Context: an optimization exercise on an open-source flow, tuned for small area. The choices shown serve that exercise and are no tape-out recipe. Only simulation tests tie the RTL to the original design; equivalence was not proved. Power figures rest on the tool's default switching activity, not on a simulated workload.

## job 3257
==> flow/design.v (excerpt) <==
module NBOARD869V1_TOP (
	input  CPU_UART_rx   ,				 
	output CPU_UART_tx   ,				 
	input  J1708_UART_rx ,				 
	output J1708_UART_tx ,				 
	input  CPU_I2C0_scl   ,				 
	input  CPU_I2C1_scl   ,				 
	input  CPU_I2C1_sda_in ,			 
	output CPU_I2C1_sda_out,			 
	output led1_red       ,
	output led1_green     ,
	output led1_blue      ,
	output led2_red       ,
	output led2_green     ,
	output led2_blue      ,
	output led3_red       ,
	output led3_green     ,
	output led3_blue      ,
	input  OneWire_Rx     ,				 
	output OneWire_Tx     ,				 
	input  [7:1] gpio_in  ,
	output       gpio_test,
	output irq            ,				 
	input  rst            ,				 
	input  clk
);
Size: about 30 I/O pins.
export LEC_CHECK = 0
export CAP_MARGIN = 20
export CORE_MARGIN = 2
export CORE_UTILIZATION = 60
export PLACE_DENSITY = 0.75
export SLEW_MARGIN = 20
create_clock -name core_clock -period 20.0 [get_ports {clk}]
standard.sh (not shown) runs the stock make flow with config.mk's settings and CLKGATE_MAP_FILE= SYNTH_SCRIPT=/design/flow/synth_recipe.tcl, a recipe that flattens the netlist after the stock synthesis.
==> flow/flow/run.sh <==
#!/bin/bash
# The standard layout, with clock tree synthesis told not to add dummy loads
# and to use small clock buffers. Each tool's output is logged by standard.sh
# under orfs/logs; this script's own output goes to run.log.
set -e
exec > run.log 2>&1
cp standard.sh standard_sh.log
export CTS_ARGS="-sink_clustering_enable -repair_clock_nets -dont_use_dummy_load -buf_list {sky130_fd_sc_hd__clkbuf_4 sky130_fd_sc_hd__clkbuf_8}"
bash standard.sh finish
Job 3257 finished every stage and its layout cleared the timing, design-rule and antenna checks.
Input changes introduced in job 1753 (baseline for comparison: job 3257):
==> flow/run.sh (new file) <==
#!/bin/bash
# synth_recipe.tcl (not shown) runs the flow's synth.tcl, then flattens the netlist and writes it again
# the make line also repeats each setting of config.mk as NAME=value (left out here)
make -C /OpenROAD-flow-scripts/flow DESIGN_CONFIG=/design/flow/config.mk WORK_HOME=/design/flow/orfs CLKGATE_MAP_FILE= SYNTH_SCRIPT=/design/flow/synth_recipe.tcl finish
diff --git a/flow/config.mk b/flow/config.mk
--- a/flow/config.mk
+++ b/flow/config.mk
@@ -10,2 +10,2 @@
-export CORE_UTILIZATION = 60
-export PLACE_DENSITY = 0.75
+export CORE_UTILIZATION = 35
+export PLACE_DENSITY = 0.5
removed: flow/flow/run.sh
removed: flow/standard.sh
Findings:
Diff job 3257 -> job 1753: relative contribution of the clock network to total power climbed 11 points, worst-case setup margin in the final layout climbed 0.035 ns, layout overhead on the synthesized area climbed 8.1 points.

---

NBOARD869V1_TOP again, from the RTL that the note above started with.
clock: 20.0 ns
lec_check: 0
cap_margin: 20
core_margin: 2
core_utilization: 60
cts_buf_list: sky130_fd_sc_hd__clkbuf_4 sky130_fd_sc_hd__clkbuf_8
place_density: 0.75
slew_margin: 20
run.sh (not shown) runs the stock make flow with config.mk's settings and CLKGATE_MAP_FILE= SYNTH_SCRIPT=/design/flow/synth_recipe.tcl, a recipe that flattens the netlist after the stock synthesis.
Stock flow here: none of the scripts above is used.
The baseline went through all stages and came out clean.
Then changed:
CTS_BUF_LIST = sky130_fd_sc_hd__clkbuf_8   (was sky130_fd_sc_hd__clkbuf_4 sky130_fd_sc_hd__clkbuf_8)
CTS_CLUSTER_DIAMETER = 50   (was not set)
CTS_CLUSTER_SIZE = 20   (was not set)
The changed run went through all stages and came out clean.
Routed wire length decreases by 7.4%.
Die area does not change.
Synthesized area does not change.
Fmax is about the same.
Total power decreases by 18%.
Clock-buffer cell count decreases by 467.
Global-route usage decreases by 1.5 points.
Via count decreases by 4.7%.

---

Another version of the RTL of NBOARD869V1_TOP (not shown whole).
Size in the first run: roughly 5,000 cells after synthesis, roughly 2,900 flip-flops, roughly 30 I/O pins, ~0.077 mm² of cells after synthesis.
==> flow/config.mk <==
export PLATFORM = sky130hd
export DESIGN_NAME = NBOARD869V1_TOP
export DESIGN_NICKNAME = NBOARD869V1_TOP
export VERILOG_FILES = /design/flow/design.v
export SDC_FILE = /design/flow/constraint.sdc
export NUM_CORES = 4
export LEC_CHECK = 0
export CAP_MARGIN = 20
export CORE_MARGIN = 2
export CORE_UTILIZATION = 60
export PLACE_DENSITY = 0.75
export SLEW_MARGIN = 20
==> flow/constraint.sdc <==
create_clock -name core_clock -period 20.0 [get_ports {clk}]
set_input_delay 4.0000 -clock core_clock [delete_from_list [all_inputs] [get_ports {clk}]]
set_output_delay 4.0000 -clock core_clock [all_outputs]
set_load 0.01 [all_outputs]
standard.sh (not shown) runs the stock make flow with config.mk's settings and CLKGATE_MAP_FILE= SYNTH_SCRIPT=/design/flow/synth_recipe.tcl, a recipe that flattens the netlist after the stock synthesis.
==> flow/flow/run.sh <==
#!/bin/bash
# The standard layout (the standard.sh), with clock tree synthesis told not to
# add dummy loads and to cluster the flip-flops around small clock buffers.
# standard.sh logs each tool's output under orfs/logs; this script's output goes to run.log.
set -e
exec > run.log 2>&1
export CTS_ARGS="-sink_clustering_enable -repair_clock_nets -dont_use_dummy_load -buf_list {sky130_fd_sc_hd__clkbuf_4} -sink_clustering_size 10 -sink_clustering_max_diameter 35"
bash standard.sh finish
Next try:
==> flow/run.sh (new file) <==
#!/bin/bash
# synth_recipe.tcl (not shown) runs the flow's synth.tcl, then flattens the netlist and writes it again
# the make line also repeats each setting of config.mk as NAME=value (left out here)
make -C /OpenROAD-flow-scripts/flow DESIGN_CONFIG=/design/flow/config.mk WORK_HOME=/design/flow/orfs CLKGATE_MAP_FILE= SYNTH_SCRIPT=/design/flow/synth_recipe.tcl finish
- CTS_BUF_LIST: unset -> sky130_fd_sc_hd__clkbuf_8
- CTS_CLUSTER_DIAMETER: unset -> 50
- CTS_CLUSTER_SIZE: unset -> 20
removed: flow/flow/run.sh
removed: flow/standard.sh
Outcome:
- clock-buffer cell count went down by 189
- final area went up by 0.78%
- setup slack is unchanged
- total power went up by 2.7%
- global-route usage went down by 0.32 points
- utilization went up by 0.50 points
Next try:
==> flow/flow/run.sh (new file) <==
#!/bin/bash
# The standard layout (the standard.sh), with clock tree synthesis told not to
# add dummy loads and to cluster the flip-flops around fewer clock buffers.
# standard.sh logs each tool's output under orfs/logs; this script's output goes to run.log.
set -e
exec > run.log 2>&1
export CTS_ARGS="-sink_clustering_enable -repair_clock_nets -dont_use_dummy_load -buf_list {sky130_fd_sc_hd__clkbuf_16} -sink_clustering_size 32 -sink_clustering_max_diameter 60"
bash standard.sh finish
==> flow/standard.sh (new file) <==
#!/bin/bash
# synth_recipe.tcl (not shown) runs the flow's synth.tcl, then flattens the netlist and writes it again
# the make line also repeats each setting of config.mk as NAME=value (left out here)
make -C /OpenROAD-flow-scripts/flow DESIGN_CONFIG=/design/flow/config.mk WORK_HOME=/design/flow/orfs CLKGATE_MAP_FILE= SYNTH_SCRIPT=/design/flow/synth_recipe.tcl "${@:-finish}"
- CTS_BUF_LIST: sky130_fd_sc_hd__clkbuf_8 -> unset
- CTS_CLUSTER_DIAMETER: 50 -> unset
- CTS_CLUSTER_SIZE: 20 -> unset
removed: flow/run.sh
What happened: Global-route usage stays flat. Utilization stays flat. Combinational power stays flat. Via count drops slightly. Critical path depth stays the same. Clock skew climbs by 25 ps.

## separate check: timing with driven ports
How much do the figures lean on ideal ports? The routed layouts below were timed once more, with nothing changed but the port constraints. Step 1 sets driving cells, clkbuf_16 on the clock port and buf_2 on the other inputs (assumed; they add their load-dependent delay and slew). Step 2 moves the port delays by t, midway between the first and last clock arrival at a register: inputs arrive t later, outputs are due t later. That takes back most of the time a late clock gives input paths. a / b / c = ideal / step 1 / step 2; a / b = the first two.
| run | t, ns | setup slack, ns | worst setup path after step 2 | latest minus earliest clock arrival (ns) |
|---|---|---|---|---|
| job 3257 | 1.026 | 10.713 / 10.675 / 10.675 | input to output | 0.097 / 0.097 |
| job 1753 | 0.956 | 10.747 / 10.719 / 10.719 | input to output | 0.077 / 0.077 |
| the first run of note 2 | 1.031 | 10.719 / 10.683 / 10.683 | input to output | 0.111 / 0.110 |
| the second run of note 2 | 0.995 | 10.716 / 10.692 / 10.692 | input to output | 0.062 / 0.063 |
| the first run of note 3 | 1.265 | 10.809 / 10.782 / 10.782 | input to output | 0.160 / 0.160 |
| the second run of note 3 | 0.978 | 10.809 / 10.782 / 10.782 | input to output | 0.054 / 0.055 |
| the third run of note 3 | 0.827 | 10.809 / 10.782 / 10.782 | input to output | 0.096 / 0.096 |
After both steps every run listed still meets setup and hold. The setup slack of job 3257, which loses most, moves by -0.038 ns with the drivers and by -0.038 ns with both steps.
